From an optimization exercise on the open Yosys and OpenROAD flow, aimed at small area; shortcuts taken in it are not production practice.
In this exercise RTL edits were held to simulation tests only and were not proved equivalent to the original.
No activity file was given, so power comes from the tool's default toggle rates.

[flow/design.v]
module MIPS_RegisterFile
(
	input  wire [31:0]   Sel,
	input  wire [1023:0] Q,
	output wire [31:0]   RD
);
wire [32*11-1:0] y;
genvar g;
generate for (g = 0; g < 10; g = g + 1) begin : ao3
	MIPS_AO222 u (
		.s0(Sel[3*g]), .s1(Sel[3*g+1]), .s2(Sel[3*g+2]),
		.d0(Q[32*(3*g)   +: 32]),
		.d1(Q[32*(3*g+1) +: 32]),
		.d2(Q[32*(3*g+2) +: 32]),
		.yn(y[32*g +: 32]));
end endgenerate
MIPS_AO22 ao2 (
	.s0(Sel[30]), .s1(Sel[31]),
	.d0(Q[32*30 +: 32]), .d1(Q[32*31 +: 32]),
	.yn(y[32*10 +: 32]));
genvar b;
generate for (b = 0; b < 32; b = b + 1) begin : comb
	assign RD[b] = ~(y[b] & y[32+b] & y[64+b] & y[96+b] & y[128+b] & y[160+b] &
	                 y[192+b] & y[224+b] & y[256+b] & y[288+b] & y[320+b]);
end endgenerate
endmodule
module MIPS_AO222
(
	input  wire        s0, s1, s2,
	input  wire [31:0] d0, d1, d2,
	output wire [31:0] yn
);
assign yn = ~(({32{s0}} & d0) | ({32{s1}} & d1) | ({32{s2}} & d2));
endmodule
module MIPS_AO22
(
	input  wire        s0, s1,
	input  wire [31:0] d0, d1,
	output wire [31:0] yn
);
assign yn = ~(({32{s0}} & d0) | ({32{s1}} & d1));
endmodule
module MIPS_ALU
(
input  wire [31:0] SrcA,      
input  wire [31:0] RegB,      
input  wire [31:0] Imm,       
input  wire        UseImm,
input  wire        Sub,
input  wire        SelMul,
input  wire        SelSlt,
input  wire        SelAnd,
input  wire        SelOr,
output wire [31:0] Sum,       
output wire        Zero,
output wire        Small,     
output wire        Bit0
);
wire [30:0] r0, r1;
wire        t;
MIPS_Multiplier mul (.A(SrcA), .B(RegB), .R0(r0), .R1(r1), .T(t));
wire [31:0] a;
MIPS_MUX amux (.we(SelMul), .wen(~SelMul), .d({t, r0}), .q(SrcA), .y(a));
wire [31:0] rx, bn;
MIPS_XNORRow #(.W(32)) bx (.a(RegB), .b(~Sub), .y(rx));
MIPS_AO222 bmux (.s0(SelMul), .s1(UseImm), .s2(~(SelMul | UseImm)),
	.d0({1'b0, r1}), .d1(Imm), .d2(rx), .yn(bn));
wire [31:0] b = ~bn;
wire [32:0] s;
MIPS_ADD32 add (.a(a), .b(b), .ci(Sub), .s(s));
assign Sum  = s[31:0];
assign Zero = ~|s[31:0];
wire ltu = ~s[32];
wire anz = |SrcA;
wire bnz = |RegB;
assign Bit0  = (SelSlt & ltu) | (SelAnd & anz & bnz) | (SelOr & (anz | bnz));
assign Small = SelSlt | SelAnd | SelOr;
endmodule
module MIPS_Multiplier (input wire [31:0] A, input wire [31:0] B, output wire [30:0] R0, output wire [30:0] R1, output wire T);
wire one0 = B[0];
wire two0 = B[1] & ~B[0];
wire neg0 = B[1];
wire [31:0] pp0;
wire pp0_0 = (one0 & A[0]) ^ neg0;
wire one1 = B[2] ^ B[1];
wire two1 = (B[3] & ~B[2] & ~B[1]) | (~B[3] & B[2] & B[1]);
wire neg1 = B[3];
wire [31:0] pp1;
wire pp1_0 = (one1 & A[0]) ^ neg1;
wire one2 = B[4] ^ B[3];
wire two2 = (B[5] & ~B[4] & ~B[3]) | (~B[5] & B[4] & B[3]);
wire neg2 = B[5];
wire [31:0] pp2;
wire pp2_0 = (one2 & A[0]) ^ neg2;
wire one3 = B[6] ^ B[5];
wire two3 = (B[7] & ~B[6] & ~B[5]) | (~B[7] & B[6] & B[5]);
wire neg3 = B[7];
wire [31:0] pp3;
wire pp3_0 = (one3 & A[0]) ^ neg3;
wire one4 = B[8] ^ B[7];
wire two4 = (B[9] & ~B[8] & ~B[7]) | (~B[9] & B[8] & B[7]);
wire neg4 = B[9];
wire [31:0] pp4;
wire pp4_0 = (one4 & A[0]) ^ neg4;
wire one5 = B[10] ^ B[9];
wire two5 = (B[11] & ~B[10] & ~B[9]) | (~B[11] & B[10] & B[9]);
wire neg5 = B[11];
wire [31:0] pp5;
wire pp5_0 = (one5 & A[0]) ^ neg5;
wire one6 = B[12] ^ B[11];
wire two6 = (B[13] & ~B[12] & ~B[11]) | (~B[13] & B[12] & B[11]);
wire neg6 = B[13];
wire [31:0] pp6;
wire pp6_0 = (one6 & A[0]) ^ neg6;
wire one7 = B[14] ^ B[13];
wire two7 = (B[15] & ~B[14] & ~B[13]) | (~B[15] & B[14] & B[13]);
wire neg7 = B[15];
wire [31:0] pp7;
wire pp7_0 = (one7 & A[0]) ^ neg7;
wire one8 = B[16] ^ B[15];
wire two8 = (B[17] & ~B[16] & ~B[15]) | (~B[17] & B[16] & B[15]);
wire neg8 = B[17];
wire [31:0] pp8;
wire pp8_0 = (one8 & A[0]) ^ neg8;
wire one9 = B[18] ^ B[17];
wire two9 = (B[19] & ~B[18] & ~B[17]) | (~B[19] & B[18] & B[17]);
wire neg9 = B[19];
wire [31:0] pp9;
wire pp9_0 = (one9 & A[0]) ^ neg9;
wire one10 = B[20] ^ B[19];
wire two10 = (B[21] & ~B[20] & ~B[19]) | (~B[21] & B[20] & B[19]);
wire neg10 = B[21];
wire [31:0] pp10;
wire pp10_0 = (one10 & A[0]) ^ neg10;
wire one11 = B[22] ^ B[21];
wire two11 = (B[23] & ~B[22] & ~B[21]) | (~B[23] & B[22] & B[21]);
wire neg11 = B[23];
wire [31:0] pp11;
wire pp11_0 = (one11 & A[0]) ^ neg11;
wire one12 = B[24] ^ B[23];
wire two12 = (B[25] & ~B[24] & ~B[23]) | (~B[25] & B[24] & B[23]);
wire neg12 = B[25];
wire [31:0] pp12;
wire pp12_0 = (one12 & A[0]) ^ neg12;
wire one13 = B[26] ^ B[25];
wire two13 = (B[27] & ~B[26] & ~B[25]) | (~B[27] & B[26] & B[25]);
wire neg13 = B[27];
wire [31:0] pp13;
wire pp13_0 = (one13 & A[0]) ^ neg13;
wire one14 = B[28] ^ B[27];
wire two14 = (B[29] & ~B[28] & ~B[27]) | (~B[29] & B[28] & B[27]);
wire neg14 = B[29];
wire [31:0] pp14;
wire pp14_0 = (one14 & A[0]) ^ neg14;
wire one15 = B[30] ^ B[29];
wire two15 = (B[31] & ~B[30] & ~B[29]) | (~B[31] & B[30] & B[29]);
wire neg15 = B[31];
wire [31:0] pp15;
wire pp15_0 = (one15 & A[0]) ^ neg15;
wire s1, c2;
wire s3, c4;
wire s5, c6;
wire s7, c8;
wire s9, c10;
wire s11, c12;
wire s13, c14;
wire s15, c16;
wire s17, c18;
wire s19, c20;
wire s21, c22;
wire s23, c24;
wire s25, c26;
wire s27, c28;
wire s29, c30;
wire s31, c32;
wire s33, c34;
wire s35, c36;
wire s37, c38;
wire s39, c40;
wire s41, c42;
wire s43, c44;
wire s45, c46;
wire s47, c48;
wire s49, c50;
wire s51, c52;
wire s53, c54;
wire s55, c56;
wire s57, c58;
wire s59, c60;
wire s61, c62;
wire s63, c64;
wire s65, c66;
wire s67, c68;
wire s69, c70;
wire s71, c72;
wire s73, c74;
wire s75, c76;
wire s77, c78;
wire s79, c80;
wire s81, c82;
wire s83, c84;
wire s85, c86;
wire s87, c88;
wire s89, c90;
wire s91, c92;
wire s93, c94;
wire s95, c96;
wire s97, c98;
wire s99, c100;
wire s101, c102;
wire s103, c104;
wire s105, c106;
wire s107, c108;
wire s109, c110;
wire s111, c112;
wire s113, c114;
wire s115, c116;
wire s117, c118;
wire s119, c120;
wire s121, c122;
wire s123, c124;
wire s125, c126;
wire s127, c128;
wire s129, c130;
wire s131, c132;
wire s133, c134;
wire s135, c136;
wire s137, c138;
wire s139, c140;
wire s141, c142;
wire s143, c144;
wire s145, c146;
wire s147, c148;
wire s149, c150;
wire s151, c152;
wire s153, c154;
wire s155, c156;
wire s157, c158;
wire s159, c160;
wire s161, c162;
wire s163, c164;
wire s165, c166;
wire s167, c168;
wire s169, c170;
wire s171, c172;
wire s173, c174;
wire s175, c176;
wire s177, c178;
wire s179, c180;
wire s181, c182;
wire s183, c184;
wire s185, c186;
wire s187, c188;
wire s189, c190;
wire s191, c192;
wire s193, c194;
wire s195, c196;
wire s197, c198;
wire s199, c200;
wire s201, c202;
wire s203, c204;
wire s205, c206;
wire s207, c208;
wire s209, c210;
wire s211, c212;
wire s213, c214;
wire s215, c216;
wire s217, c218;
wire s219, c220;
wire s221, c222;
wire s223, c224;
wire s225, c226;
wire s227, c228;
wire s229, c230;
wire s231, c232;
wire s233, c234;
wire s235, c236;
wire s237, c238;
wire s239, c240;
wire s241, c242;
wire s243, c244;
wire s245, c246;
wire s247, c248;
wire s249, c250;
wire s251, c252;
wire s253, c254;
wire s255, c256;
wire s257, c258;
wire s259, c260;
wire s261, c262;
wire s263, c264;
wire s265, c266;
wire s267, c268;
wire s269, c270;
wire s271, c272;
wire s273, c274;
wire s275, c276;
wire s277, c278;
wire s279, c280;
wire s281, c282;
wire s283, c284;
wire s285, c286;
wire s287, c288;
wire s289, c290;
wire s291, c292;
wire s293, c294;
wire s295, c296;
wire s297, c298;
wire s299, c300;
wire s301, c302;
wire s303, c304;
wire s305, c306;
wire s307, c308;
wire s309, c310;
wire s311, c312;
wire s313, c314;
wire s315, c316;
wire s317, c318;
wire s319, c320;
wire s321, c322;
wire s323, c324;
wire s325, c326;
wire s327, c328;
wire s329, c330;
wire s331, c332;
wire s333, c334;
wire s335, c336;
wire s337, c338;
wire s339, c340;
wire s341, c342;
wire s343, c344;
wire s345, c346;
wire s347, c348;
wire s349, c350;
wire s351, c352;
wire s353, c354;
wire s355, c356;
wire s357, c358;
wire s359, c360;
wire s361, c362;
wire s363, c364;
wire s365, c366;
wire s367, c368;
wire s369, c370;
wire s371, c372;
wire s373, c374;
wire s375, c376;
wire s377, c378;
wire s379, c380;
wire s381, c382;
wire s383, c384;
wire s385, c386;
wire s387, c388;
wire s389, c390;
wire s391, c392;
wire s393, c394;
wire s395, c396;
wire s397, c398;
wire s399, c400;
wire s401, c402;
wire s403, c404;
wire s405, c406;
wire s407, c408;
wire s409, c410;
wire s411, c412;
wire s413, c414;
wire s415, c416;
wire s417, c418;
wire s419, c420;
wire s421, c422;
wire s423, c424;
wire s425, c426;
wire s427, c428;
wire s429, c430;
wire s431, c432;
wire s433, c434;
wire s435, c436;
wire s437, c438;
wire s439, c440;
wire s441, c442;
wire s443, c444;
wire s445, c446;
wire s447, c448;
wire s449, c450;
MIPS_BoothRow row0 (.one(one0), .two(two0), .neg(neg0), .a(A), .am1({A[30:0], A[31]}), .x(pp0));
MIPS_BoothRow row1 (.one(one1), .two(two1), .neg(neg1), .a(A), .am1({A[30:0], A[31]}), .x(pp1));
MIPS_BoothRow row2 (.one(one2), .two(two2), .neg(neg2), .a(A), .am1({A[30:0], A[31]}), .x(pp2));
MIPS_BoothRow row3 (.one(one3), .two(two3), .neg(neg3), .a(A), .am1({A[30:0], A[31]}), .x(pp3));
MIPS_BoothRow row4 (.one(one4), .two(two4), .neg(neg4), .a(A), .am1({A[30:0], A[31]}), .x(pp4));
MIPS_BoothRow row5 (.one(one5), .two(two5), .neg(neg5), .a(A), .am1({A[30:0], A[31]}), .x(pp5));
MIPS_BoothRow row6 (.one(one6), .two(two6), .neg(neg6), .a(A), .am1({A[30:0], A[31]}), .x(pp6));
MIPS_BoothRow row7 (.one(one7), .two(two7), .neg(neg7), .a(A), .am1({A[30:0], A[31]}), .x(pp7));
MIPS_BoothRow row8 (.one(one8), .two(two8), .neg(neg8), .a(A), .am1({A[30:0], A[31]}), .x(pp8));
MIPS_BoothRow row9 (.one(one9), .two(two9), .neg(neg9), .a(A), .am1({A[30:0], A[31]}), .x(pp9));
MIPS_BoothRow row10 (.one(one10), .two(two10), .neg(neg10), .a(A), .am1({A[30:0], A[31]}), .x(pp10));
MIPS_BoothRow row11 (.one(one11), .two(two11), .neg(neg11), .a(A), .am1({A[30:0], A[31]}), .x(pp11));
MIPS_BoothRow row12 (.one(one12), .two(two12), .neg(neg12), .a(A), .am1({A[30:0], A[31]}), .x(pp12));
MIPS_BoothRow row13 (.one(one13), .two(two13), .neg(neg13), .a(A), .am1({A[30:0], A[31]}), .x(pp13));
MIPS_BoothRow row14 (.one(one14), .two(two14), .neg(neg14), .a(A), .am1({A[30:0], A[31]}), .x(pp14));
MIPS_BoothRow row15 (.one(one15), .two(two15), .neg(neg15), .a(A), .am1({A[30:0], A[31]}), .x(pp15));
MIPS_HA ha2 (.a(pp0[24]), .b(pp1[22]), .s(s1), .co(c2));
MIPS_HA ha4 (.a(pp0[25]), .b(pp1[23]), .s(s3), .co(c4));
MIPS_FA fa6 (.a(pp0[26]), .b(pp1[24]), .c(pp2[22]), .s(s5), .co(c6));
MIPS_HA ha8 (.a(pp3[20]), .b(pp4[18]), .s(s7), .co(c8));
MIPS_FA fa10 (.a(pp0[27]), .b(pp1[25]), .c(pp2[23]), .s(s9), .co(c10));
MIPS_HA ha12 (.a(pp3[21]), .b(pp4[19]), .s(s11), .co(c12));
MIPS_FA fa14 (.a(pp0[28]), .b(pp1[26]), .c(pp2[24]), .s(s13), .co(c14));
MIPS_FA fa16 (.a(pp3[22]), .b(pp4[20]), .c(pp5[18]), .s(s15), .co(c16));
MIPS_HA ha18 (.a(pp6[16]), .b(pp7[14]), .s(s17), .co(c18));
MIPS_FA fa20 (.a(pp0[29]), .b(pp1[27]), .c(pp2[25]), .s(s19), .co(c20));
MIPS_FA fa22 (.a(pp3[23]), .b(pp4[21]), .c(pp5[19]), .s(s21), .co(c22));
MIPS_HA ha24 (.a(pp6[17]), .b(pp7[15]), .s(s23), .co(c24));
MIPS_FA fa26 (.a(pp0[30]), .b(pp1[28]), .c(pp2[26]), .s(s25), .co(c26));
MIPS_FA fa28 (.a(pp3[24]), .b(pp4[22]), .c(pp5[20]), .s(s27), .co(c28));
MIPS_FA fa30 (.a(pp6[18]), .b(pp7[16]), .c(pp8[14]), .s(s29), .co(c30));
MIPS_HA ha32 (.a(pp9[12]), .b(pp10[10]), .s(s31), .co(c32));
MIPS_HA ha34 (.a(pp0[16]), .b(pp1[14]), .s(s33), .co(c34));
MIPS_HA ha36 (.a(pp0[17]), .b(pp1[15]), .s(s35), .co(c36));
MIPS_FA fa38 (.a(pp0[18]), .b(pp1[16]), .c(pp2[14]), .s(s37), .co(c38));
MIPS_HA ha40 (.a(pp3[12]), .b(pp4[10]), .s(s39), .co(c40));
MIPS_FA fa42 (.a(pp0[19]), .b(pp1[17]), .c(pp2[15]), .s(s41), .co(c42));
MIPS_HA ha44 (.a(pp3[13]), .b(pp4[11]), .s(s43), .co(c44));
MIPS_FA fa46 (.a(pp0[20]), .b(pp1[18]), .c(pp2[16]), .s(s45), .co(c46));
MIPS_FA fa48 (.a(pp3[14]), .b(pp4[12]), .c(pp5[10]), .s(s47), .co(c48));
MIPS_HA ha50 (.a(pp6[8]), .b(pp7[6]), .s(s49), .co(c50));
MIPS_FA fa52 (.a(pp0[21]), .b(pp1[19]), .c(pp2[17]), .s(s51), .co(c52));
MIPS_FA fa54 (.a(pp3[15]), .b(pp4[13]), .c(pp5[11]), .s(s53), .co(c54));
MIPS_HA ha56 (.a(pp6[9]), .b(pp7[7]), .s(s55), .co(c56));
MIPS_FA fa58 (.a(pp0[22]), .b(pp1[20]), .c(pp2[18]), .s(s57), .co(c58));
MIPS_FA fa60 (.a(pp3[16]), .b(pp4[14]), .c(pp5[12]), .s(s59), .co(c60));
MIPS_FA fa62 (.a(pp6[10]), .b(pp7[8]), .c(pp8[6]), .s(s61), .co(c62));
MIPS_HA ha64 (.a(pp9[4]), .b(pp10[2]), .s(s63), .co(c64));
MIPS_FA fa66 (.a(pp0[23]), .b(pp1[21]), .c(pp2[19]), .s(s65), .co(c66));
MIPS_FA fa68 (.a(pp3[17]), .b(pp4[15]), .c(pp5[13]), .s(s67), .co(c68));
MIPS_FA fa70 (.a(pp6[11]), .b(pp7[9]), .c(pp8[7]), .s(s69), .co(c70));
MIPS_HA ha72 (.a(pp9[5]), .b(pp10[3]), .s(s71), .co(c72));
MIPS_FA fa74 (.a(s1), .b(pp2[20]), .c(pp3[18]), .s(s73), .co(c74));
MIPS_FA fa76 (.a(pp4[16]), .b(pp5[14]), .c(pp6[12]), .s(s75), .co(c76));
MIPS_FA fa78 (.a(pp7[10]), .b(pp8[8]), .c(pp9[6]), .s(s77), .co(c78));
MIPS_FA fa80 (.a(pp10[4]), .b(pp11[2]), .c(pp12_0), .s(s79), .co(c80));
MIPS_FA fa82 (.a(s3), .b(pp2[21]), .c(pp3[19]), .s(s81), .co(c82));
MIPS_FA fa84 (.a(pp4[17]), .b(pp5[15]), .c(pp6[13]), .s(s83), .co(c84));
MIPS_FA fa86 (.a(pp7[11]), .b(pp8[9]), .c(pp9[7]), .s(s85), .co(c86));
MIPS_FA fa88 (.a(pp10[5]), .b(pp11[3]), .c(pp12[1]), .s(s87), .co(c88));
MIPS_FA fa90 (.a(s5), .b(s7), .c(pp5[16]), .s(s89), .co(c90));
MIPS_FA fa92 (.a(pp6[14]), .b(pp7[12]), .c(pp8[10]), .s(s91), .co(c92));
MIPS_FA fa94 (.a(pp9[8]), .b(pp10[6]), .c(pp11[4]), .s(s93), .co(c94));
MIPS_FA fa96 (.a(pp12[2]), .b(pp13_0), .c(neg13), .s(s95), .co(c96));
MIPS_FA fa98 (.a(s9), .b(s11), .c(pp5[17]), .s(s97), .co(c98));
MIPS_FA fa100 (.a(pp6[15]), .b(pp7[13]), .c(pp8[11]), .s(s99), .co(c100));
MIPS_FA fa102 (.a(pp9[9]), .b(pp10[7]), .c(pp11[5]), .s(s101), .co(c102));
MIPS_FA fa104 (.a(pp12[3]), .b(pp13[1]), .c(c6), .s(s103), .co(c104));
MIPS_FA fa106 (.a(s13), .b(s15), .c(s17), .s(s105), .co(c106));
MIPS_FA fa108 (.a(pp8[12]), .b(pp9[10]), .c(pp10[8]), .s(s107), .co(c108));
MIPS_FA fa110 (.a(pp11[6]), .b(pp12[4]), .c(pp13[2]), .s(s109), .co(c110));
MIPS_FA fa112 (.a(pp14_0), .b(neg14), .c(c10), .s(s111), .co(c112));
MIPS_FA fa114 (.a(s19), .b(s21), .c(s23), .s(s113), .co(c114));
MIPS_FA fa116 (.a(pp8[13]), .b(pp9[11]), .c(pp10[9]), .s(s115), .co(c116));
MIPS_FA fa118 (.a(pp11[7]), .b(pp12[5]), .c(pp13[3]), .s(s117), .co(c118));
MIPS_FA fa120 (.a(pp14[1]), .b(c14), .c(c16), .s(s119), .co(c120));
MIPS_FA fa122 (.a(s25), .b(s27), .c(s29), .s(s121), .co(c122));
MIPS_FA fa124 (.a(s31), .b(pp11[8]), .c(pp12[6]), .s(s123), .co(c124));
MIPS_FA fa126 (.a(pp13[4]), .b(pp14[2]), .c(pp15_0), .s(s125), .co(c126));
MIPS_FA fa128 (.a(neg15), .b(c20), .c(c22), .s(s127), .co(c128));
MIPS_HA ha130 (.a(pp0[10]), .b(pp1[8]), .s(s129), .co(c130));
MIPS_HA ha132 (.a(pp0[11]), .b(pp1[9]), .s(s131), .co(c132));
MIPS_FA fa134 (.a(pp0[12]), .b(pp1[10]), .c(pp2[8]), .s(s133), .co(c134));
MIPS_HA ha136 (.a(pp3[6]), .b(pp4[4]), .s(s135), .co(c136));
MIPS_FA fa138 (.a(pp0[13]), .b(pp1[11]), .c(pp2[9]), .s(s137), .co(c138));
MIPS_HA ha140 (.a(pp3[7]), .b(pp4[5]), .s(s139), .co(c140));
MIPS_FA fa142 (.a(pp0[14]), .b(pp1[12]), .c(pp2[10]), .s(s141), .co(c142));
MIPS_FA fa144 (.a(pp3[8]), .b(pp4[6]), .c(pp5[4]), .s(s143), .co(c144));
MIPS_HA ha146 (.a(pp6[2]), .b(pp7_0), .s(s145), .co(c146));
MIPS_FA fa148 (.a(pp0[15]), .b(pp1[13]), .c(pp2[11]), .s(s147), .co(c148));
MIPS_FA fa150 (.a(pp3[9]), .b(pp4[7]), .c(pp5[5]), .s(s149), .co(c150));
MIPS_HA ha152 (.a(pp6[3]), .b(pp7[1]), .s(s151), .co(c152));
MIPS_FA fa154 (.a(s33), .b(pp2[12]), .c(pp3[10]), .s(s153), .co(c154));
MIPS_FA fa156 (.a(pp4[8]), .b(pp5[6]), .c(pp6[4]), .s(s155), .co(c156));
MIPS_FA fa158 (.a(pp7[2]), .b(pp8_0), .c(neg8), .s(s157), .co(c158));
MIPS_FA fa160 (.a(s35), .b(pp2[13]), .c(pp3[11]), .s(s159), .co(c160));
MIPS_FA fa162 (.a(pp4[9]), .b(pp5[7]), .c(pp6[5]), .s(s161), .co(c162));
MIPS_FA fa164 (.a(pp7[3]), .b(pp8[1]), .c(c34), .s(s163), .co(c164));
MIPS_FA fa166 (.a(s37), .b(s39), .c(pp5[8]), .s(s165), .co(c166));
MIPS_FA fa168 (.a(pp6[6]), .b(pp7[4]), .c(pp8[2]), .s(s167), .co(c168));
MIPS_FA fa170 (.a(pp9_0), .b(neg9), .c(c36), .s(s169), .co(c170));
MIPS_FA fa172 (.a(s41), .b(s43), .c(pp5[9]), .s(s171), .co(c172));
MIPS_FA fa174 (.a(pp6[7]), .b(pp7[5]), .c(pp8[3]), .s(s173), .co(c174));
MIPS_FA fa176 (.a(pp9[1]), .b(c38), .c(c40), .s(s175), .co(c176));
MIPS_FA fa178 (.a(s45), .b(s47), .c(s49), .s(s177), .co(c178));
MIPS_FA fa180 (.a(pp8[4]), .b(pp9[2]), .c(pp10_0), .s(s179), .co(c180));
MIPS_FA fa182 (.a(neg10), .b(c42), .c(c44), .s(s181), .co(c182));
MIPS_FA fa184 (.a(s51), .b(s53), .c(s55), .s(s183), .co(c184));
MIPS_FA fa186 (.a(pp8[5]), .b(pp9[3]), .c(pp10[1]), .s(s185), .co(c186));
MIPS_FA fa188 (.a(c46), .b(c48), .c(c50), .s(s187), .co(c188));
MIPS_FA fa190 (.a(s57), .b(s59), .c(s61), .s(s189), .co(c190));
MIPS_FA fa192 (.a(s63), .b(pp11_0), .c(neg11), .s(s191), .co(c192));
MIPS_FA fa194 (.a(c52), .b(c54), .c(c56), .s(s193), .co(c194));
MIPS_FA fa196 (.a(s65), .b(s67), .c(s69), .s(s195), .co(c196));
MIPS_FA fa198 (.a(s71), .b(pp11[1]), .c(c58), .s(s197), .co(c198));
MIPS_FA fa200 (.a(c60), .b(c62), .c(c64), .s(s199), .co(c200));
MIPS_FA fa202 (.a(s73), .b(s75), .c(s77), .s(s201), .co(c202));
MIPS_FA fa204 (.a(s79), .b(neg12), .c(c66), .s(s203), .co(c204));
MIPS_FA fa206 (.a(c68), .b(c70), .c(c72), .s(s205), .co(c206));
MIPS_FA fa208 (.a(s81), .b(s83), .c(s85), .s(s207), .co(c208));
MIPS_FA fa210 (.a(s87), .b(c2), .c(c74), .s(s209), .co(c210));
MIPS_FA fa212 (.a(c76), .b(c78), .c(c80), .s(s211), .co(c212));
MIPS_FA fa214 (.a(s89), .b(s91), .c(s93), .s(s213), .co(c214));
MIPS_FA fa216 (.a(s95), .b(c4), .c(c82), .s(s215), .co(c216));
MIPS_FA fa218 (.a(c84), .b(c86), .c(c88), .s(s217), .co(c218));
MIPS_FA fa220 (.a(s97), .b(s99), .c(s101), .s(s219), .co(c220));
MIPS_FA fa222 (.a(s103), .b(c8), .c(c90), .s(s221), .co(c222));
MIPS_FA fa224 (.a(c92), .b(c94), .c(c96), .s(s223), .co(c224));
MIPS_FA fa226 (.a(s105), .b(s107), .c(s109), .s(s225), .co(c226));
MIPS_FA fa228 (.a(s111), .b(c12), .c(c98), .s(s227), .co(c228));
MIPS_FA fa230 (.a(c100), .b(c102), .c(c104), .s(s229), .co(c230));
MIPS_FA fa232 (.a(s113), .b(s115), .c(s117), .s(s231), .co(c232));
MIPS_FA fa234 (.a(s119), .b(c18), .c(c106), .s(s233), .co(c234));
MIPS_FA fa236 (.a(c108), .b(c110), .c(c112), .s(s235), .co(c236));
MIPS_FA fa238 (.a(s121), .b(s123), .c(s125), .s(s237), .co(c238));
MIPS_FA fa240 (.a(s127), .b(c24), .c(c114), .s(s239), .co(c240));
MIPS_FA fa242 (.a(c116), .b(c118), .c(c120), .s(s241), .co(c242));
MIPS_HA ha244 (.a(pp0[6]), .b(pp1[4]), .s(s243), .co(c244));
MIPS_HA ha246 (.a(pp0[7]), .b(pp1[5]), .s(s245), .co(c246));
MIPS_FA fa248 (.a(pp0[8]), .b(pp1[6]), .c(pp2[4]), .s(s247), .co(c248));
MIPS_HA ha250 (.a(pp3[2]), .b(pp4_0), .s(s249), .co(c250));
MIPS_FA fa252 (.a(pp0[9]), .b(pp1[7]), .c(pp2[5]), .s(s251), .co(c252));
MIPS_HA ha254 (.a(pp3[3]), .b(pp4[1]), .s(s253), .co(c254));
MIPS_FA fa256 (.a(s129), .b(pp2[6]), .c(pp3[4]), .s(s255), .co(c256));
MIPS_FA fa258 (.a(pp4[2]), .b(pp5_0), .c(neg5), .s(s257), .co(c258));
MIPS_FA fa260 (.a(s131), .b(pp2[7]), .c(pp3[5]), .s(s259), .co(c260));
MIPS_FA fa262 (.a(pp4[3]), .b(pp5[1]), .c(c130), .s(s261), .co(c262));
MIPS_FA fa264 (.a(s133), .b(s135), .c(pp5[2]), .s(s263), .co(c264));
MIPS_FA fa266 (.a(pp6_0), .b(neg6), .c(c132), .s(s265), .co(c266));
MIPS_FA fa268 (.a(s137), .b(s139), .c(pp5[3]), .s(s267), .co(c268));
MIPS_FA fa270 (.a(pp6[1]), .b(c134), .c(c136), .s(s269), .co(c270));
MIPS_FA fa272 (.a(s141), .b(s143), .c(s145), .s(s271), .co(c272));
MIPS_FA fa274 (.a(neg7), .b(c138), .c(c140), .s(s273), .co(c274));
MIPS_FA fa276 (.a(s147), .b(s149), .c(s151), .s(s275), .co(c276));
MIPS_FA fa278 (.a(c142), .b(c144), .c(c146), .s(s277), .co(c278));
MIPS_FA fa280 (.a(s153), .b(s155), .c(s157), .s(s279), .co(c280));
MIPS_FA fa282 (.a(c148), .b(c150), .c(c152), .s(s281), .co(c282));
MIPS_FA fa284 (.a(s159), .b(s161), .c(s163), .s(s283), .co(c284));
MIPS_FA fa286 (.a(c154), .b(c156), .c(c158), .s(s285), .co(c286));
MIPS_FA fa288 (.a(s165), .b(s167), .c(s169), .s(s287), .co(c288));
MIPS_FA fa290 (.a(c160), .b(c162), .c(c164), .s(s289), .co(c290));
MIPS_FA fa292 (.a(s171), .b(s173), .c(s175), .s(s291), .co(c292));
MIPS_FA fa294 (.a(c166), .b(c168), .c(c170), .s(s293), .co(c294));
MIPS_FA fa296 (.a(s177), .b(s179), .c(s181), .s(s295), .co(c296));
MIPS_FA fa298 (.a(c172), .b(c174), .c(c176), .s(s297), .co(c298));
MIPS_FA fa300 (.a(s183), .b(s185), .c(s187), .s(s299), .co(c300));
MIPS_FA fa302 (.a(c178), .b(c180), .c(c182), .s(s301), .co(c302));
MIPS_FA fa304 (.a(s189), .b(s191), .c(s193), .s(s303), .co(c304));
MIPS_FA fa306 (.a(c184), .b(c186), .c(c188), .s(s305), .co(c306));
MIPS_FA fa308 (.a(s195), .b(s197), .c(s199), .s(s307), .co(c308));
MIPS_FA fa310 (.a(c190), .b(c192), .c(c194), .s(s309), .co(c310));
MIPS_FA fa312 (.a(s201), .b(s203), .c(s205), .s(s311), .co(c312));
MIPS_FA fa314 (.a(c196), .b(c198), .c(c200), .s(s313), .co(c314));
MIPS_FA fa316 (.a(s207), .b(s209), .c(s211), .s(s315), .co(c316));
MIPS_FA fa318 (.a(c202), .b(c204), .c(c206), .s(s317), .co(c318));
MIPS_FA fa320 (.a(s213), .b(s215), .c(s217), .s(s319), .co(c320));
MIPS_FA fa322 (.a(c208), .b(c210), .c(c212), .s(s321), .co(c322));
MIPS_FA fa324 (.a(s219), .b(s221), .c(s223), .s(s323), .co(c324));
MIPS_FA fa326 (.a(c214), .b(c216), .c(c218), .s(s325), .co(c326));
MIPS_FA fa328 (.a(s225), .b(s227), .c(s229), .s(s327), .co(c328));
MIPS_FA fa330 (.a(c220), .b(c222), .c(c224), .s(s329), .co(c330));
MIPS_FA fa332 (.a(s231), .b(s233), .c(s235), .s(s331), .co(c332));
MIPS_FA fa334 (.a(c226), .b(c228), .c(c230), .s(s333), .co(c334));
MIPS_FA fa336 (.a(s237), .b(s239), .c(s241), .s(s335), .co(c336));
MIPS_FA fa338 (.a(c232), .b(c234), .c(c236), .s(s337), .co(c338));
MIPS_HA ha340 (.a(pp0[4]), .b(pp1[2]), .s(s339), .co(c340));
MIPS_HA ha342 (.a(pp0[5]), .b(pp1[3]), .s(s341), .co(c342));
MIPS_FA fa344 (.a(s243), .b(pp2[2]), .c(pp3_0), .s(s343), .co(c344));
MIPS_FA fa346 (.a(s245), .b(pp2[3]), .c(pp3[1]), .s(s345), .co(c346));
MIPS_FA fa348 (.a(s247), .b(s249), .c(neg4), .s(s347), .co(c348));
MIPS_FA fa350 (.a(s251), .b(s253), .c(c248), .s(s349), .co(c350));
MIPS_FA fa352 (.a(s255), .b(s257), .c(c252), .s(s351), .co(c352));
MIPS_FA fa354 (.a(s259), .b(s261), .c(c256), .s(s353), .co(c354));
MIPS_FA fa356 (.a(s263), .b(s265), .c(c260), .s(s355), .co(c356));
MIPS_FA fa358 (.a(s267), .b(s269), .c(c264), .s(s357), .co(c358));
MIPS_FA fa360 (.a(s271), .b(s273), .c(c268), .s(s359), .co(c360));
MIPS_FA fa362 (.a(s275), .b(s277), .c(c272), .s(s361), .co(c362));
MIPS_FA fa364 (.a(s279), .b(s281), .c(c276), .s(s363), .co(c364));
MIPS_FA fa366 (.a(s283), .b(s285), .c(c280), .s(s365), .co(c366));
MIPS_FA fa368 (.a(s287), .b(s289), .c(c284), .s(s367), .co(c368));
MIPS_FA fa370 (.a(s291), .b(s293), .c(c288), .s(s369), .co(c370));
MIPS_FA fa372 (.a(s295), .b(s297), .c(c292), .s(s371), .co(c372));
MIPS_FA fa374 (.a(s299), .b(s301), .c(c296), .s(s373), .co(c374));
MIPS_FA fa376 (.a(s303), .b(s305), .c(c300), .s(s375), .co(c376));
MIPS_FA fa378 (.a(s307), .b(s309), .c(c304), .s(s377), .co(c378));
MIPS_FA fa380 (.a(s311), .b(s313), .c(c308), .s(s379), .co(c380));
MIPS_FA fa382 (.a(s315), .b(s317), .c(c312), .s(s381), .co(c382));
MIPS_FA fa384 (.a(s319), .b(s321), .c(c316), .s(s383), .co(c384));
MIPS_FA fa386 (.a(s323), .b(s325), .c(c320), .s(s385), .co(c386));
MIPS_FA fa388 (.a(s327), .b(s329), .c(c324), .s(s387), .co(c388));
MIPS_FA fa390 (.a(s331), .b(s333), .c(c328), .s(s389), .co(c390));
MIPS_FA fa392 (.a(s335), .b(s337), .c(c332), .s(s391), .co(c392));
MIPS_HA ha394 (.a(pp0[2]), .b(pp1_0), .s(s393), .co(c394));
MIPS_HA ha396 (.a(pp0[3]), .b(pp1[1]), .s(s395), .co(c396));
MIPS_FA fa398 (.a(s339), .b(pp2_0), .c(neg2), .s(s397), .co(c398));
MIPS_FA fa400 (.a(s341), .b(pp2[1]), .c(c340), .s(s399), .co(c400));
MIPS_FA fa402 (.a(s343), .b(neg3), .c(c342), .s(s401), .co(c402));
MIPS_FA fa404 (.a(s345), .b(c244), .c(c344), .s(s403), .co(c404));
MIPS_FA fa406 (.a(s347), .b(c246), .c(c346), .s(s405), .co(c406));
MIPS_FA fa408 (.a(s349), .b(c250), .c(c348), .s(s407), .co(c408));
MIPS_FA fa410 (.a(s351), .b(c254), .c(c350), .s(s409), .co(c410));
MIPS_FA fa412 (.a(s353), .b(c258), .c(c352), .s(s411), .co(c412));
MIPS_FA fa414 (.a(s355), .b(c262), .c(c354), .s(s413), .co(c414));
MIPS_FA fa416 (.a(s357), .b(c266), .c(c356), .s(s415), .co(c416));
MIPS_FA fa418 (.a(s359), .b(c270), .c(c358), .s(s417), .co(c418));
MIPS_FA fa420 (.a(s361), .b(c274), .c(c360), .s(s419), .co(c420));
MIPS_FA fa422 (.a(s363), .b(c278), .c(c362), .s(s421), .co(c422));
MIPS_FA fa424 (.a(s365), .b(c282), .c(c364), .s(s423), .co(c424));
MIPS_FA fa426 (.a(s367), .b(c286), .c(c366), .s(s425), .co(c426));
MIPS_FA fa428 (.a(s369), .b(c290), .c(c368), .s(s427), .co(c428));
MIPS_FA fa430 (.a(s371), .b(c294), .c(c370), .s(s429), .co(c430));
MIPS_FA fa432 (.a(s373), .b(c298), .c(c372), .s(s431), .co(c432));
MIPS_FA fa434 (.a(s375), .b(c302), .c(c374), .s(s433), .co(c434));
MIPS_FA fa436 (.a(s377), .b(c306), .c(c376), .s(s435), .co(c436));
MIPS_FA fa438 (.a(s379), .b(c310), .c(c378), .s(s437), .co(c438));
MIPS_FA fa440 (.a(s381), .b(c314), .c(c380), .s(s439), .co(c440));
MIPS_FA fa442 (.a(s383), .b(c318), .c(c382), .s(s441), .co(c442));
MIPS_FA fa444 (.a(s385), .b(c322), .c(c384), .s(s443), .co(c444));
MIPS_FA fa446 (.a(s387), .b(c326), .c(c386), .s(s445), .co(c446));
MIPS_FA fa448 (.a(s389), .b(c330), .c(c388), .s(s447), .co(c448));
MIPS_FA fa450 (.a(s391), .b(c334), .c(c390), .s(s449), .co(c450));
assign R0 = {s449, s447, s445, s443, s441, s439, s437, s435, s433, s431, s429, s427, s425, s423, s421, s419, s417, s415, s413, s411, s409, s407, s405, s403, s401, s399, s397, s395, s393, pp0[1], pp0_0};
assign R1 = {c448, c446, c444, c442, c440, c438, c436, c434, c432, c430, c428, c426, c424, c422, c420, c418, c416, c414, c412, c410, c408, c406, c404, c402, c400, c398, c396, c394, neg1, 1'b0, neg0};
assign T = ^{pp0[31], pp1[29], pp2[27], pp3[25], pp4[23], pp5[21], pp6[19], pp7[17], pp8[15], pp9[13], pp10[11], pp11[9], pp12[7], pp13[5], pp14[3], pp15[1], c26, c28, c30, c32, c122, c124, c126, c128, c238, c240, c242, c336, c338, c392, c450};
endmodule
module MIPS_ADD32 (input wire [31:0] a, input wire [31:0] b, input wire ci, output wire [32:0] s);
wire [31:0] g = a & b;
wire [31:0] p = a ^ b;
wire g0c = g[0] | (p[0] & ci);
wire bk_g1 = g[1] | (p[1] & g0c);
wire bk_p1 = p[1] & p[0];
wire bk_g2 = g[3] | (p[3] & g[2]);
wire bk_p2 = p[3] & p[2];
wire bk_g3 = g[5] | (p[5] & g[4]);
wire bk_p3 = p[5] & p[4];
wire bk_g4 = g[7] | (p[7] & g[6]);
wire bk_p4 = p[7] & p[6];
wire bk_g5 = g[9] | (p[9] & g[8]);
wire bk_p5 = p[9] & p[8];
wire bk_g6 = g[11] | (p[11] & g[10]);
wire bk_p6 = p[11] & p[10];
wire bk_g7 = g[13] | (p[13] & g[12]);
wire bk_p7 = p[13] & p[12];
wire bk_g8 = g[15] | (p[15] & g[14]);
wire bk_p8 = p[15] & p[14];
wire bk_g9 = g[17] | (p[17] & g[16]);
wire bk_p9 = p[17] & p[16];
wire bk_g10 = g[19] | (p[19] & g[18]);
wire bk_p10 = p[19] & p[18];
wire bk_g11 = g[21] | (p[21] & g[20]);
wire bk_p11 = p[21] & p[20];
wire bk_g12 = g[23] | (p[23] & g[22]);
wire bk_p12 = p[23] & p[22];
wire bk_g13 = g[25] | (p[25] & g[24]);
wire bk_p13 = p[25] & p[24];
wire bk_g14 = g[27] | (p[27] & g[26]);
wire bk_p14 = p[27] & p[26];
wire bk_g15 = g[29] | (p[29] & g[28]);
wire bk_p15 = p[29] & p[28];
wire bk_g16 = g[31] | (p[31] & g[30]);
wire bk_p16 = p[31] & p[30];
wire bk_g17 = bk_g2 | (bk_p2 & bk_g1);
wire bk_p17 = bk_p2 & bk_p1;
wire bk_g18 = bk_g4 | (bk_p4 & bk_g3);
wire bk_p18 = bk_p4 & bk_p3;
wire bk_g19 = bk_g6 | (bk_p6 & bk_g5);
wire bk_p19 = bk_p6 & bk_p5;
wire bk_g20 = bk_g8 | (bk_p8 & bk_g7);
wire bk_p20 = bk_p8 & bk_p7;
wire bk_g21 = bk_g10 | (bk_p10 & bk_g9);
wire bk_p21 = bk_p10 & bk_p9;
wire bk_g22 = bk_g12 | (bk_p12 & bk_g11);
wire bk_p22 = bk_p12 & bk_p11;
wire bk_g23 = bk_g14 | (bk_p14 & bk_g13);
wire bk_p23 = bk_p14 & bk_p13;
wire bk_g24 = bk_g16 | (bk_p16 & bk_g15);
wire bk_p24 = bk_p16 & bk_p15;
wire bk_g25 = bk_g18 | (bk_p18 & bk_g17);
wire bk_p25 = bk_p18 & bk_p17;
wire bk_g26 = bk_g20 | (bk_p20 & bk_g19);
wire bk_p26 = bk_p20 & bk_p19;
wire bk_g27 = bk_g22 | (bk_p22 & bk_g21);
wire bk_p27 = bk_p22 & bk_p21;
wire bk_g28 = bk_g24 | (bk_p24 & bk_g23);
wire bk_p28 = bk_p24 & bk_p23;
wire bk_g29 = bk_g26 | (bk_p26 & bk_g25);
wire bk_p29 = bk_p26 & bk_p25;
wire bk_g30 = bk_g28 | (bk_p28 & bk_g27);
wire bk_p30 = bk_p28 & bk_p27;
wire bk_g31 = bk_g30 | (bk_p30 & bk_g29);
wire bk_p31 = bk_p30 & bk_p29;
wire bk_g32 = bk_g27 | (bk_p27 & bk_g29);
wire bk_g33 = bk_g19 | (bk_p19 & bk_g25);
wire bk_g34 = bk_g21 | (bk_p21 & bk_g29);
wire bk_g35 = bk_g23 | (bk_p23 & bk_g32);
wire bk_g36 = bk_g3 | (bk_p3 & bk_g17);
wire bk_g37 = bk_g5 | (bk_p5 & bk_g25);
wire bk_g38 = bk_g7 | (bk_p7 & bk_g33);
wire bk_g39 = bk_g9 | (bk_p9 & bk_g29);
wire bk_g40 = bk_g11 | (bk_p11 & bk_g34);
wire bk_g41 = bk_g13 | (bk_p13 & bk_g32);
wire bk_g42 = bk_g15 | (bk_p15 & bk_g35);
wire bk_g43 = g[2] | (p[2] & bk_g1);
wire bk_g44 = g[4] | (p[4] & bk_g17);
wire bk_g45 = g[6] | (p[6] & bk_g36);
wire bk_g46 = g[8] | (p[8] & bk_g25);
wire bk_g47 = g[10] | (p[10] & bk_g37);
wire bk_g48 = g[12] | (p[12] & bk_g33);
wire bk_g49 = g[14] | (p[14] & bk_g38);
wire bk_g50 = g[16] | (p[16] & bk_g29);
wire bk_g51 = g[18] | (p[18] & bk_g39);
wire bk_g52 = g[20] | (p[20] & bk_g34);
wire bk_g53 = g[22] | (p[22] & bk_g40);
wire bk_g54 = g[24] | (p[24] & bk_g32);
wire bk_g55 = g[26] | (p[26] & bk_g41);
wire bk_g56 = g[28] | (p[28] & bk_g35);
wire bk_g57 = g[30] | (p[30] & bk_g42);
assign s[0] = p[0] ^ ci;
assign s[1] = p[1] ^ g0c;
assign s[2] = p[2] ^ bk_g1;
assign s[3] = p[3] ^ bk_g43;
assign s[4] = p[4] ^ bk_g17;
assign s[5] = p[5] ^ bk_g44;
assign s[6] = p[6] ^ bk_g36;
assign s[7] = p[7] ^ bk_g45;
assign s[8] = p[8] ^ bk_g25;
assign s[9] = p[9] ^ bk_g46;
assign s[10] = p[10] ^ bk_g37;
assign s[11] = p[11] ^ bk_g47;
assign s[12] = p[12] ^ bk_g33;
assign s[13] = p[13] ^ bk_g48;
assign s[14] = p[14] ^ bk_g38;
assign s[15] = p[15] ^ bk_g49;
assign s[16] = p[16] ^ bk_g29;
assign s[17] = p[17] ^ bk_g50;
assign s[18] = p[18] ^ bk_g39;
assign s[19] = p[19] ^ bk_g51;
assign s[20] = p[20] ^ bk_g34;
assign s[21] = p[21] ^ bk_g52;
assign s[22] = p[22] ^ bk_g40;
assign s[23] = p[23] ^ bk_g53;
assign s[24] = p[24] ^ bk_g32;
assign s[25] = p[25] ^ bk_g54;
assign s[26] = p[26] ^ bk_g41;
assign s[27] = p[27] ^ bk_g55;
assign s[28] = p[28] ^ bk_g35;
assign s[29] = p[29] ^ bk_g56;
assign s[30] = p[30] ^ bk_g42;
assign s[31] = p[31] ^ bk_g57;
assign s[32] = bk_g31;
endmodule
module MIPS_BoothRow #(parameter W = 32) (input wire one, input wire two, input wire neg, input wire [W-1:0] a, input wire [W-1:0] am1, output wire [W-1:0] x);
wire [W-1:0] mn;
MIPS_AOI22Row #(.W(W)) sel (.s0(one), .s1(two), .d0(a), .d1(am1), .yn(mn));
MIPS_XNORRow #(.W(W)) fix (.a(mn), .b(neg), .y(x));
endmodule
module MIPS_AOI22Row #(parameter W = 32) (input wire s0, input wire s1, input wire [W-1:0] d0, input wire [W-1:0] d1, output wire [W-1:0] yn);
assign yn = ~(({W{s0}} & d0) | ({W{s1}} & d1));
endmodule
module MIPS_XNORRow #(parameter W = 32) (input wire [W-1:0] a, input wire b, output wire [W-1:0] y);
assign y = ~(a ^ {W{b}});
endmodule
module MIPS_FA (input wire a, input wire b, input wire c, output wire s, output wire co);
assign s  = a ^ b ^ c;
assign co = (a & b) | (a & c) | (b & c);
endmodule
module MIPS_HA (input wire a, input wire b, output wire s, output wire co);
assign s  = a ^ b;
assign co = a & b;
endmodule
module MIPS_Inc30 (input wire [29:0] a, output wire [29:0] s);
wire [30:0] c;
assign c[0] = 1'b1;
genvar i;
generate for (i = 0; i < 30; i = i + 1) begin : h
	MIPS_HA u (.a(a[i]), .b(c[i]), .s(s[i]), .co(c[i+1]));
end endgenerate
endmodule
module MIPS_Add30c (input wire [29:0] a, input wire [29:0] b, output wire [29:0] s);
wire [30:0] c;
assign c[0] = 1'b1;
genvar i;
generate for (i = 0; i < 30; i = i + 1) begin : f
	MIPS_FA u (.a(a[i]), .b(b[i]), .c(c[i]), .s(s[i]), .co(c[i+1]));
end endgenerate
endmodule
module MIPS_MUX
(
	input  wire        we,
	input  wire        wen,
	input  wire [31:0] d,
	input  wire [31:0] q,
	output wire [31:0] y
);
assign y = ({32{we}} & d) | ({32{wen}} & q);
endmodule
module MIPS_DecM
(
	input  wire [4:0]  a,
	input  wire [31:0] m,
	output wire [31:0] y
);
wire [3:0] lo = {a[1] & a[0], a[1] & ~a[0], ~a[1] & a[0], ~a[1] & ~a[0]};
wire [7:0] hi;
genvar i;
generate for (i = 0; i < 8; i = i + 1) begin : h
	assign hi[i] = (a[4:2] == i);
end endgenerate
generate for (i = 0; i < 32; i = i + 1) begin : o
	assign y[i] = m[i] & hi[i/4] & lo[i%4];
end endgenerate
endmodule
module MIPS_DecW
(
	input  wire [4:0]  a,
	input  wire        en,
	output wire [31:0] y,
	output wire [31:0] yn
);
wire [3:0] lo = {a[1] & a[0], a[1] & ~a[0], ~a[1] & a[0], ~a[1] & ~a[0]};
wire [7:0] hi;
genvar i;
generate for (i = 0; i < 8; i = i + 1) begin : h
	assign hi[i] = en & (a[4:2] == i);
end endgenerate
generate for (i = 0; i < 32; i = i + 1) begin : o
	assign y[i]  = hi[i/4] & lo[i%4];
	assign yn[i] = ~(hi[i/4] & lo[i%4]);
end endgenerate
endmodule
module MIPS_TopModule
(
input  wire			CLK_Top,
input  wire			RST_Top,
output wire [31:0]	imem_addr_Top,
input  wire [31:0]	imem_rdata_Top,
output wire [31:0]	dmem_addr_Top,
output wire [31:0]	dmem_wdata_Top,
output wire			dmem_we_Top,
input  wire [31:0]	dmem_rdata_Top
);
wire [31:0] instr = imem_rdata_Top;
wire [5:0]  op    = instr[31:26];
wire [5:0]  funct = instr[5:0];
wire [4:0]  rs    = instr[25:21];
wire [4:0]  rt    = instr[20:16];
wire rtype = (op == 6'b000000);
wire addi  = (op == 6'b001000);
wire lw    = (op == 6'b100011);
wire sw    = (op == 6'b101011);
wire beq   = (op == 6'b000100);
wire jmp   = (op == 6'b000010);
wire f_sub = rtype & (funct == 6'b100010);
wire f_slt = rtype & (funct == 6'b101010);
wire f_mul = rtype & (funct == 6'b011100);
wire f_and = rtype & (funct == 6'b100100);
wire f_or  = rtype & (funct == 6'b100101);
wire        regwrite = rtype | addi | lw;
wire [4:0]  dst      = rtype ? instr[15:11] : rt;
wire [31:0] sext     = {{16{instr[15]}}, instr[15:0]};
wire [31:0] rd1, rd2, sum;
wire        zero, smallop, bit0;
wire [31:0] wd, wd_hi;
MIPS_MUX wbsel (.we(lw), .wen(~(lw | smallop)), .d(dmem_rdata_Top), .q(sum), .y(wd_hi));
assign wd = {wd_hi[31:1], lw ? dmem_rdata_Top[0] : smallop ? bit0 : sum[0]};
reg  [31:0]   valid;
wire [1023:0] q;
wire [31:0]   we, wen, sel1, sel2;
MIPS_DecW dw  (.a(dst), .en(regwrite), .y(we), .yn(wen));
MIPS_DecM ds1 (.a(rs), .m(valid), .y(sel1));
MIPS_DecM ds2 (.a(rt), .m(valid), .y(sel2));
always @(posedge CLK_Top or negedge RST_Top)
	if (!RST_Top) valid <= 32'b0;
	else          valid <= valid | we;
genvar g;
generate for (g = 0; g < 32; g = g + 1) begin : regs
	reg  [31:0] r;
	wire [31:0] r_next;
	MIPS_MUX wsel (.we(we[g]), .wen(wen[g]), .d(wd), .q(r), .y(r_next));
	always @(posedge CLK_Top)
		r <= r_next;
	assign q[32*g +: 32] = r;
end endgenerate
MIPS_RegisterFile rp1 (.Sel(sel1), .Q(q), .RD(rd1));
MIPS_RegisterFile rp2 (.Sel(sel2), .Q(q), .RD(rd2));
MIPS_ALU alu (
	.SrcA(rd1), .RegB(rd2), .Imm(sext), .UseImm(~(rtype | beq)),
	.Sub(beq | f_sub | f_slt),
	.SelMul(f_mul), .SelSlt(f_slt), .SelAnd(f_and), .SelOr(f_or),
	.Sum(sum), .Zero(zero), .Small(smallop), .Bit0(bit0)
);
reg  [29:0] pc;
wire [29:0] pc1, pcb;
MIPS_Inc30   inc (.a(pc), .s(pc1));
MIPS_Add30c  bra (.a(pc), .b(sext[29:0]), .s(pcb));    
wire        take = beq & zero;
wire [31:0] pcn_n;
MIPS_AO222 pcsel (.s0(jmp), .s1(~jmp & take), .s2(~jmp & ~take),
	.d0({2'b00, pc1[29:26], instr[25:0]}), .d1({2'b00, pcb}), .d2({2'b00, pc1}), .yn(pcn_n));
wire [29:0] pcn = ~pcn_n[29:0];
always @(posedge CLK_Top or negedge RST_Top)
	if (!RST_Top) pc <= 30'b0;
	else          pc <= pcn;
assign imem_addr_Top  = {pc, 2'b00};
assign dmem_addr_Top  = sum;
assign dmem_wdata_Top = rd2;
assign dmem_we_Top    = sw;
endmodule
[flow/flow/run.sh]
#!/bin/bash
# Own layout flow: the standard ORFS flow (standard.sh, with its synthesis
# unchanged) with three ORFS settings changed:
#  - each port gets a sky130_fd_sc_hd__buf_1 buffer (instead of the
#    resizer's default pick, clkdlybuf4s50_1);
#  - clock tree: no dummy loads, clkbuf_4 buffers, leaf clusters of at most
#    8 flip-flops within 40 um;
#  - power recovery (downsizing gates that have slack) after global routing.
# The full make output goes to standard.log here; ORFS's per-step logs are
# under orfs/logs.
set -euo pipefail
bash standard.sh \
  "BUFFER_PORTS_ARGS=-buffer_cell sky130_fd_sc_hd__buf_1" \
  "CTS_ARGS=-sink_clustering_enable -repair_clock_nets -dont_use_dummy_load -buf_list sky130_fd_sc_hd__clkbuf_4 -sink_clustering_size 8 -sink_clustering_max_diameter 40" \
  RECOVER_POWER=100 \
  finish > standard.log 2>&1
[flow/standard.sh]
#!/bin/bash
# synth_recipe.tcl (not shown) runs the flow's synth.tcl, then flattens the netlist and writes it again
# the make line also repeats each setting of config.mk as NAME=value (left out here)
make -C /OpenROAD-flow-scripts/flow DESIGN_CONFIG=/design/flow/config.mk WORK_HOME=/design/flow/orfs CLKGATE_MAP_FILE= SYNTH_SCRIPT=/design/flow/synth_recipe.tcl "${@:-finish}"
[flow/config.mk]
export PLATFORM = sky130hd
export DESIGN_NAME = MIPS_TopModule
export DESIGN_NICKNAME = MIPS_TopModule
export VERILOG_FILES = /design/flow/design.v
export SDC_FILE = /design/flow/constraint.sdc
export NUM_CORES = 4
export LEC_CHECK = 0
export CAP_MARGIN = 20
export CORE_MARGIN = 2
export CORE_UTILIZATION = 50
export SLEW_MARGIN = 20
export SYNTH_HIERARCHICAL = 1
[flow/constraint.sdc]
create_clock -name core_clock -period 20.0 [get_ports {CLK_Top}]
set_input_delay 4.0000 -clock core_clock [delete_from_list [all_inputs] [get_ports {CLK_Top}]]
set_output_delay 4.0000 -clock core_clock [all_outputs]
set_load 0.01 [all_outputs]
==> impl.org, run 1 <==
** Clock tree
- The cell sitting at the root of the clock tree is a clkbuf_4.
- CTS clock-pin slew for the worst setup and hold paths :: 80 ps
- For this design, the CTS-stage hold fixing added 0 buffers.
- Clock Sinks :: 1,086
- H-tree lvl count :: 4
- Post-CTS repair timing setup buffer count :: 0
- TritonCTS built the clock tree.
- Clock tree synthesis inserted a total of 169 buffers.
- Longest Clk Path Bufs :: 3
- Gates resized during post-CTS repair numbered 0.
- The later pin in the worst-skew pair is clocked with a latency of 1260 ps.

** Hold path
- The startpoint identified for the worst hold timing path is valid[20].
- The worst hold path belongs to the class flip-flop to flip-flop.
- Along the worst hold path, the cell count comes to 1.

** GRT
- Global routing used 15.3% of the available met3 tracks.
- After global routing the overflow that remains totals 0.
- For met1 alone, demand over resource in global routing was 50.8%.
- Entering global routing, the biggest net connects 63 pins.
- The first global-routing pass estimated 371,000 um of wire.
- The initial antenna violation count came to 24.
- In the global route stage, overall resource usage came out at 40.1%.
- Peak-usage layer in the global routing report :: met2
- The number of global-route vias before repair came to 50,600.
- For met2 alone, demand over resource in global routing was 57.7%.

** Flow run
- Max-cap violations in this run came to 63.

** Placement
- Half-perimeter wire length after detailed placement :: 166,000 um
- Port buffering added 160 buffers.
- Routability-driven placement finished with a final weighted congestion of 0.974.

** Finish
- The post-route netlist has 10.5% of its cells at a drive strength greater than 1.
- After filler insertion, the fill cell instance count of the layout stands at 11,100.
- Post-Route Utilization :: 49.7%
- Compared with the post-synthesis result, the final layout area differs by -1.00%.
- For this run, the post-layout net count is 5,607.
- Most frequent cells in the layout :: dfxtp_1, a22o_1, a222oi_1, a22oi_1, xnor2_1
- The library cell used most frequently in the layout, excluding fill and tap cells, is dfxtp_1.

** Floorplan
- I/O pin count :: 163
- Die footprint :: 0.125 mm^2
- Initial Utilization :: 50.2%
- The floorplan step defined a core boundary enclosing 0.122 mm^2.
- Cell Rows :: 128
- Die X-Extent :: 354 um
- The floorplan step set the die height to 354 um.

** Critical path
- Crit Reg-Reg Endpoint :: pc[28]
- For the worst setup path, the data required time is 16,000 ps.
- Tracing the worst setup path back leads to its startpoint at imem_rdata_Top[22].
- In this run the critical register-to-register path is launched from valid[6].
- STA classifies the critical path endpoint as an output port.
- STA classifies the critical path startpoint as a primary input.
- CP endpoint :: dmem_addr_Top[27]
- The largest individual stage delay along the critical path comes from the cell clkbuf_1.
- For the worst setup path, the data arrival time is 15,500 ps.
- Largest incremental delay on the critical path :: 1360 ps
- The number of cells on the worst reg-to-reg path is 28.
- Crit Path Max Fanout :: 26
- WS Path Type :: primary input to output port
- Minimum setup slack among reg-to-reg paths :: 6630 ps

** Route
- For this block, the routed nets add up to 262,000 um of wire.
- Number of optimization iterations in the first detailed-route pass :: 14
- WL/cell :: 38.3 um
- Initial DRC count :: 12,200
- In the routed layout, each cell is associated on average with a via count of 7.85.
- The final route contains 53,700 vias.
- In the routed design, unresolved DRC markers number 0.
- The count of nets left with antenna violations once routing finished came out at 0.

** Pwr
- Overall power after layout :: 3.90 mW
- Dividing total power by cell area gives a power density of 64.5 mW/mm^2.
- Static leakage :: 23.7 nW
- VDD IR max :: 64.7 uV

** Yosys
- Counting every instance in the synthesized netlist gives 5,286.
- Yosys printed 7 warnings.
- Averaged over all synthesized cells, the footprint is 11.6 um^2.
- The cell area that synthesis handed to floorplanning was 0.0611 mm^2.

** STA
- Total count of hold-check failures in the final report :: 0
- Unrepaired setup endpoints after global routing :: false
- At the pin with the least slew margin, the transition time is 3950 ps.
- For the final database, setup skew stands at 153 ps.
- Final period utilization :: 97.5%
- In this run the tightest slew margin relative to its limit is -163%.
- For the final routed database, the setup TNS stands at 0 ps.
- Derived from the worst setup path, the maximum achievable clock frequency is 51.3 MHz.
- The number of max-slew violations in the final report was 2,095.
- Setup violations remaining at the end of the flow were counted as 0.
- Across all hold checks on the routed design, the worst slack comes to 482 ps.
- The smallest clock period supported by the final layout is computed as 19,500 ps.

** Status
- The checks that failed: max-capacitance violations, max-slew violations.
- The flow ran to the end, but the layout failed its checks.
## power by group
part           switching, mW  leakage, nW  total (mW)  internal, mW
Clock                  0.787        0.778        1.17         0.386
Sequential            0.0925         9.12        2.36          2.27
Combinational          0.230         13.8       0.367         0.137
Total                   1.11         23.7        3.90          2.79
## sequential cells by signal (all words and copies together) (netlist names)
signal and flops:
pc 30, valid 32, regs.r 1024
## critical path: cells and delay by family
family                   cells  cell delay [ps]
AO/OA/AOI/OAI                6             2380
adder cells (fa/ha/maj)      6             2340
buffers and inverters        6             3040
AND/OR/NAND/NOR              5             3240
XOR/XNOR                     2              440
## layer usage
layer,part of all wire (%),up-vias
met4,7.5,26
met2,41,4783
met3,15,1010
met5,0.10,-
met1,36,26300
li1,-,21500
## through the flow
stage          std cells  setup slack (ps)  instance area [um^2]
3_3_place_gp        6659              1790                 59500
3_5_place_dp        6659              1670                 59500
2_1_floorplan       5287              4110                 61100
4_1_cts             6828              1650                 60700
5_1_grt             6836               561                 60400
6_report            6843               504                 60500
## cell type report
cell class	count	area (um^2)	share of cell area [%]
Inverter	89	334	0.553
Clock buffer	169	1270	2.10
Tap cell	1625	2030	3.36
Multi-Input combinational cell	3501	32700	54.2
Sequential cell	1086	22100	36.5
Antenna cell	11	27.5	0.0455
Timing Repair Buffer	362	2000	3.32
## worst min-delay path by stage
stage | endpoint | slack (ps)
final | valid[20] | 480
after CTS | valid[6] | 480
after floorplan | valid[0] | 440
after detailed placement | valid[25] | 460
after global placement | valid[20] | 460
after global routing | valid[18] | 500
==> run 2: changes to the inputs <==
==> flow/flow/run.sh (replaced) <==
#!/bin/bash
# Own layout flow: the standard ORFS flow (standard.sh, with its synthesis
# unchanged) with two ORFS settings changed:
#  - each port gets a sky130_fd_sc_hd__buf_1 buffer (instead of the
#    resizer's default pick, clkdlybuf4s50_1);
#  - clock tree: no dummy loads, clkbuf_4 buffers, leaf clusters of at most
#    8 flip-flops within 40 um.
# The full make output goes to standard.log here; ORFS's per-step logs are
# under orfs/logs.
set -euo pipefail
bash standard.sh \
  "BUFFER_PORTS_ARGS=-buffer_cell sky130_fd_sc_hd__buf_1" \
  "CTS_ARGS=-sink_clustering_enable -repair_clock_nets -dont_use_dummy_load -buf_list sky130_fd_sc_hd__clkbuf_4 -sink_clustering_size 8 -sink_clustering_max_diameter 40" \
  finish > standard.log 2>&1
==> run 2 against run 1 <==
Net effect: the run now finishes clean; sequential cell count unchanged; clock skew about the same; clock power about the same; first-iteration DRC count increased by 2.6%; fmax increased by 3.5%; register-to-register slack improved by 340 ps; worst hold slack about the same; die area unchanged; cell count unchanged; synthesized area unchanged; sequential share of layout area decreased by 0.23 points; critical path type unchanged.
==> impl.org, run 2 <==
** Yosys
- The mapped netlist covers 0.0611 mm^2.
- Counting every instance in the synthesized netlist gives 5,286.
- For this run, the number of Yosys warnings is 7.
- Syn Area/Cell :: 11.6 um^2

** GRT
- The initial antenna violation count was 24.
- The number of global-route vias before repair was 50,600.
- Global-route usage over all layers :: 40.1%
- First-pass GRT wire length :: 371,000 um
- Sum of overflow across all layers after global routing :: 0
- Maximum number of pins on one net before global-route repair :: 63

** Pwr
- Dividing total power by cell area gives a power density of 64.2 mW/mm^2.
- Static leakage :: 23.9 nW
- The worst-case IR drop observed on VDD is 64.9 uV.

** Placement
- Routability cong. :: 0.974
- IO Port Bufs :: 160
- The placed instances occupy a cell area of 0.0595 mm^2.
- The wire-length estimate of the detail-placed layout is 166,000 um.

** Route
- DRC :: 0
- Routed wire length :: 262,000 um
- Dividing the detail-routed wire length by the instance count gives 38.3 um.
- Number of optimization iterations in the first detailed-route pass :: 17
- Vias per cell :: 7.85
- For this block, the via count after detailed routing is 53,700.
- In this run the remaining antenna-violating nets after routing total 0.
- For this block, the initial DRC count from the detailed router was 12,500.

** Finish
- Largest registers :: regs.r (1024), valid (32), pc (30)
- Fraction of final layout cells with drive strength greater than 1 :: 12.1%
- The register with the most flip-flops in the final layout is regs.r.
- Layout Area Growth over Synthesis :: -0.371%
- The library cell used most frequently in the layout, excluding fill and tap cells, is dfxtp_1.
- Final layout net count :: 5,607
- The filler cells instantiated in the layout total 11,000.
- The finished cells cover 0.0608 mm^2.
- The library cells used most frequently in the layout, excluding fill and tap cells, are dfxtp_1, a22o_1, a222oi_1, a22oi_1, xnor2_1.
- Cells fill 50.1% of the core in the end.
- Number of flip-flops in the largest register :: 1,024

** Status
- Outcome :: timing/DRC/antenna clean

** Clock tree
- Clock Sinks :: 1,086
- Counting along the longest clock path gives a buffer depth of 3.
- H-tree lvl count :: 4
- CTS resizes :: 0
- Buffers inserted to repair hold after CTS numbered 0.
- Clk Tree Root Cell :: clkbuf_4
- The number of setup buffers added after CTS is 0.
- Latest clock arrival within the worst-skew pair :: 1260 ps
- Clock-pin slew was measured on the worst setup and hold paths at 80 ps.
- TritonCTS built the clock tree.
- Number of CTS-inserted buffers :: 169

** STA
- In this run the tightest slew margin relative to its limit is 17.0%.
- Setup TNS :: 0 ps
- Skew final :: 152 ps
- Setup repair after global routing left no endpoint under its margin.
- Max Slew Vio Count :: 0
- Final period utilization :: 94.1%
- The number of hold violations in the final report came to 0.
- For the pin with the worst max-slew slack, the measured transition is 1240 ps.
- Final Setup Violations :: 0
- Minimum clock period :: 18,830 ps
- Peak Freq :: 53.1 MHz

** Critical path
- Minimum setup slack among reg-to-reg paths :: 6970 ps
- Required time at the worst-slack endpoint :: 16,000 ps
- Arrival time of data at the critical path endpoint :: 14,830 ps
- WS Path Type :: primary input to output port
- Element type at the critical path end :: output port
- Crit Path Max Fanout :: 17
- Critical path startpoint category :: primary input

** Flow run
- Max-cap check violation count :: 0

** Floorplan
- The floorplan step defined a die boundary enclosing 0.125 mm^2.
- The floorplan step set the die width to 354 um.
- Measured along the y axis, the die boundary spans 354 um.
- I/O pin count :: 163
- The floorplan step defined a core boundary enclosing 0.122 mm^2.
- The initial utilization of the core area, before any placement, comes to 50.2%.
- The floorplan has 128 rows.

** Hold path
- The min-delay analysis places its worst path in the category flip-flop to flip-flop.
-- run 2: worst max-delay path, cell delays in order --
cell and delay (ps):
buf_1 440, nor2b_1 910, and3_1 850, buf_4 420, a222oi_1 170, nand4_1 430, or3_1 920, nand2_1 150
o21ai_2 560, buf_4 320, a22oi_1 120, xnor2_1 310, fa_1 470, fa_1 540, fa_1 470, fa_1 570
fa_1 450, fa_1 450, xnor2_1 180, xnor2_1 160, xnor2_1 150, xnor3_1 420, a22o_2 280, ha_1 340
xor2_1 510, buf_1 210
-- run 2: where the power goes --
part	internal [mW]	leakage [nW]	switching, mW
Combinational	0.141	14.0	0.231
Sequential	2.27	9.12	0.0927
Clock	0.386	0.778	0.786
Total	2.80	23.9	1.11
-- run 2: per-stage QoR --
stage	hold WS (ps)	cells	worst slack [ps]	power [mW]
final	482	6843	1170	3.91
after global routing	499	6836	1090	4.04
after CTS	481	6828	1650	3.89
after detailed placement	459	6659	1670	2.77
after global placement	460	6659	1790	2.75
after floorplan	443	5287	4110	2.62
-- run 2: layout make-up --
cell class / count / area, um^2 / area share [%]
inverters: 89 / 334 / 0.549
clock buffers: 169 / 1270 / 2.09
flip-flops and latches: 1086 / 22100 / 36.2
multi-input cells: 3501 / 33000 / 54.2
well taps: 1625 / 2030 / 3.34
repair buffers: 362 / 2180 / 3.58
diodes: 11 / 27.5 / 0.0452
-- run 2: per-layer routing --
metal	wire (um)	up-vias	track usage, %
li1	-	21500	-
met1	95500	26300	50.8
met2	107000	4833	57.7
met3	39900	988	15.3
met4	19100	24	24.5
met5	238	-	0
-- run 2: worst paths after layout --
check                                    from                end  depth (start not counted)
min in group asynchronous             RST_Top             pc[13]                          2
hold reg to reg                     valid[22]          valid[22]                          1
hold / removal                      valid[22]          valid[22]                          1
max in group asynchronous             RST_Top             pc[19]                          2
setup / recovery           imem_rdata_Top[17]  dmem_addr_Top[31]                         26
setup reg to reg                        pc[0]             pc[29]                         32

[separate check: timing with driven ports]
The results above use ideal ports. As a check the final layouts listed here were re-extracted and re-timed, cells and wires unchanged.
Step 1 (the two cells are an assumption about what drives the block):
set clk [get_ports {CLK_Top}]
set_driving_cell -lib_cell sky130_fd_sc_hd__clkbuf_16 $clk
set_driving_cell -lib_cell sky130_fd_sc_hd__buf_2 [delete_from_list [all_inputs] $clk]
Step 2 times the ports against the registers' clock, not the clock port: input delays grow and output delays shrink by t, the midpoint of the rising clock arrivals with the driver on.
Slacks: ideal ports / drivers / drivers and shift; pairs: ideal ports / drivers.
| run | t, ns | setup WS [ns] | clock arrival spread, ns |
|---|---|---|---|
| run 1 | 1.258 | 0.504 / 0.477 / 0.477 | 0.153 / 0.153 |
| run 2 | 1.262 | 1.170 / 1.135 / 1.135 | 0.153 / 0.152 |
For run 2, which loses most, drivers alone change the setup slack by -0.035 ns; drivers and shift together by -0.035 ns.
